Background: an optimization exercise with open tools, aiming at small area. Do not read the settings as production practice. The RTL was checked by simulation tests, not by an equivalence proof against the original design. The clock input has no modelled driver; a real chip could not lean on it and would need a root buffer or a full tree. Power is estimated from default activity; no workload was simulated.

== rev 12 ==
## adc_ctrl
module adc_ctrl (
    input                   clk,
    input                   rstn,
    input                   adc_ce,
    output  logic   [11:0]  adc_data0,
    output  logic   [11:0]  adc_data1,
    output  logic           adc_val,
    output          [17:0]  flt_data0,
    output          [17:0]  flt_data1,
    output  logic           flt_val,
    output                  adc_sclk,
    output                  adc_css,
    output                  adc_dout,
    input                   adc_din
);
==> module slpf, before the edit <==
module slpf (
    input               clk,
    input               rstn,
    input       [8:0]   cnt,
    input               ch,
    input       [11:0]  sdata,
    input               miso,
    output reg  [12:0]  f0,
    output reg  [12:0]  f1,
    output reg          fl0,
    output              last,
    output      [4:0]   ldv,
    output              xsh,
    output              fa
);
localparam [17:0] B = 18'h18358;
localparam [17:0] A = 18'h07ca8;
reg [29:0] R;
reg r0, r1, fl1, k;
function automatic ge9(input [8:0] x, input [8:0] k);
    integer b;
    reg r;
    begin
        r = 1'b1;
        for (b = 0; b < 9; b = b + 1)
            r = k[b] ? (x[b] & r) : (x[b] | r);
        ge9 = r;
    end
endfunction
function automatic in9(input [8:0] x, input [8:0] lo, input [8:0] hi);
    in9 = ge9(x, lo) & ~ge9(x, hi + 9'd1);
endfunction
wire c80  = (cnt == 9'd80);
wire win  = (cnt[8:4] == 5'd4) | c80;                       
assign xsh = ((cnt[8:4] == 5'd4) & cnt[3] & cnt[2]) | c80;   
wire p2   = cnt[8] & (cnt[5] | (cnt[4] & (cnt[3] | (cnt[2] & cnt[1] & cnt[0]))));  
assign last = cnt[8] & cnt[5] & cnt[1];                       
reg xj, fj;
always @* begin
    case (cnt[3:0])
        4'd7:    begin xj = miso;      fj = ch ? f1[0]  : f0[0];  end
        4'd8:    begin xj = sdata[1];  fj = ch ? f1[1]  : f0[1];  end
        4'd9:    begin xj = sdata[2];  fj = ch ? f1[2]  : f0[2];  end
        4'd10:   begin xj = sdata[3];  fj = ch ? f1[3]  : f0[3];  end
        4'd11:   begin xj = sdata[4];  fj = ch ? f1[4]  : f0[4];  end
        4'd12:   begin xj = sdata[5];  fj = ch ? f1[5]  : f0[5];  end
        4'd13:   begin xj = sdata[6];  fj = ch ? f1[6]  : f0[6];  end
        4'd14:   begin xj = sdata[7];  fj = ch ? f1[7]  : f0[7];  end
        4'd15:   begin xj = sdata[8];  fj = ch ? f1[8]  : f0[8];  end
        4'd0:    begin xj = sdata[9];  fj = ch ? f1[9]  : f0[9];  end
        4'd1:    begin xj = sdata[10]; fj = ch ? f1[10] : f0[10]; end
        default: begin xj = sdata[11]; fj = ch ? f1[11] : f0[11]; end
    endcase
end
wire j0  = (cnt[3:0] == 4'd7);
wire j11 = (cnt[3:1] == 3'd1);
wire rsel = ch ? r1 : r0;
wire fsel = ch ? fl1 : fl0;
wire kin  = j0 ? ~rsel : k;
wire hj   = fsel ? j11 : (~fj ^ kin ^ j11);
always @(posedge clk)
    k <= rstn & p2 & (last ? ch : (~fj & kin));
assign fa = k & ~p2;
wire lb = xsh ? sdata[11] : ~R[0];
wire mb = win ? (lb & ~fl0) : hj;
wire xb = p2 & xj;
wire e  = c80 | last;
reg [18:0] c;
always @* begin
    case ({e, mb, xb})
        3'b000:  c = 19'h0;
        3'b010:  c = -{1'b0, B};
        3'b001:  c = -{1'b0, A};
        3'b011:  c = 19'h60000;     
        3'b100:  c = 19'h20000;     
        3'b110:  c = {1'b0, A};
        3'b101:  c = {1'b0, B};
        default: c = 19'h0;
    endcase
end
wire [18:0] s;
wire [19:0] cy;
assign cy[0] = 1'b0;
genvar i;
generate for (i = 0; i < 19; i = i + 1) begin : g_add
    wire a = (i < 18) ? R[12 + i] : R[29];
    assign s[i]     = a ^ c[i] ^ cy[i];
    assign cy[i+1]  = (a & c[i]) | (cy[i] & (a ^ c[i]));
end endgenerate
wire [12:0] fnew = s[18:6];
wire        rr   = s[5];
assign      ldv  = {~s[1], ~s[2], ~s[3], ~s[4], s[5]};
always @(posedge clk)
    if (win || p2 || !rstn) R <= (last || !rstn) ? {18'h3ffff, s[0], R[11:1]} : {s, R[11:1]};
always @(posedge clk) begin
    if (last && !ch) begin f0 <= fnew; r0 <= rr; end
    if (last &&  ch) begin f1 <= fnew; r1 <= rr; end
end
always @(posedge clk)
    if (!rstn) begin
        fl0 <= 1'b1;
        fl1 <= 1'b1;
    end else if (last) begin
        if (ch) fl1 <= 1'b0;
        else    fl0 <= 1'b0;
    end
endmodule
clock: 20.0 ns
lec_check: 0
cap_margin: 20
core_margin: 2
core_utilization: 75
slew_margin: 20
standard.sh (not shown) runs the stock make flow with config.mk's settings and CLKGATE_MAP_FILE= SYNTH_SCRIPT=/design/flow/synth_recipe.tcl, a recipe that flattens the netlist after the stock synthesis.
==> flow/flow/run.sh <==
#!/bin/bash
# The standard layout (standard.sh) with these changes:
#  - synthesis: ABC maps for area (flow/synth.tcl); no full/half-adder cells
#  - the smallest buffer on the ports
#  - the clock tree built by flow/cts_pre.tcl instead of TritonCTS
set -euo pipefail
cd "$(dirname "$0")/.."
bash standard.sh \
  SYNTH_SCRIPT="$PWD/flow/synth.tcl" \
  ADDER_MAP_FILE= \
  BUFFER_PORTS_ARGS="-buffer_cell sky130_fd_sc_hd__buf_1" \
  PRE_CTS_TCL="$PWD/flow/cts_pre.tcl" \
  finish > flow_make.log 2>&1
Other scripts of this flow, unchanged in this note and not shown: flow/flow/cts_pre.tcl, flow/flow/synth.tcl, flow/flow/tree.tcl
Setup changes, rev 12 to rev 13
--- a/flow/design.v
+++ b/flow/design.v
@@ -127,11 +127,11 @@
 wire rsel = ch ? r1 : r0;
 wire fsel = ch ? fl1 : fl0;
 wire kin  = j0 ? ~rsel : k;
 wire hj   = fsel ? j11 : (~fj ^ kin ^ j11);
 always @(posedge clk)
-    k <= rstn & p2 & (last ? ch : (~fj & kin));
+    k <= p2 & (last ? (rstn & ch) : (~fj & kin));
 assign fa = k & ~p2;
 wire lb = xsh ? sdata[11] : ~R[0];
 wire mb = win ? (lb & ~fl0) : hj;
 wire xb = p2 & xj;
 wire e  = c80 | last;
Findings:
- Of rev 12 and rev 13, the higher worst hold slack belongs to rev 12.
- Rev 13: done, clean on timing, DRC and antenna
- Per the comparison of rev 13 with rev 12, register-to-register slack saw an increase; power higher; die area dropped about 0.5%; layout overhead on the synthesized area held steady.
- Rev 13 — design area 0.53% lower, rev 12 as reference
- Taking rev 12 as the reference point, the simple-gate portion of the synthesized area of rev 13 falls by 2.7 points.
- Taking rev 12 as 1.0, rev 13 lands at 0.76 on first-iteration DRC count.
- Global-route total usage across every layer in rev 13 is 2.2 points above rev 12.
In every run of this note, the design's own scripts or RTL, not TritonCTS, make the clock network.

port drivers added, routing unchanged:
How much do the figures lean on ideal ports? The routed layouts below were timed once more, with nothing changed but the port constraints.
Step 1: set_driving_cell puts a clkbuf_16 on clk and a buf_2 on each other input, an assumption about the parent block.
Step 2 times the ports against the registers' clock, not the clock port: input delays grow and output delays shrink by t, the midpoint of the rising clock arrivals with the driver on.
a / b / c = no drivers / after step 1 / after step 2; a / b = the first two.
run	t (ns)	setup WS [ns]	clock arrival spread, ns	worst register clock-pin slew, ns
rev 12	0.452	11.462 / 11.468 / 11.016	0.025 / 0.025	0.12 / 0.12
rev 13	0.440	11.328 / 11.336 / 10.896	0.018 / 0.018	0.11 / 0.11
After both steps every run listed still meets setup and hold. For rev 12, which loses most, drivers alone change the setup slack by +0.006 ns; drivers and shift together by -0.446 ns.
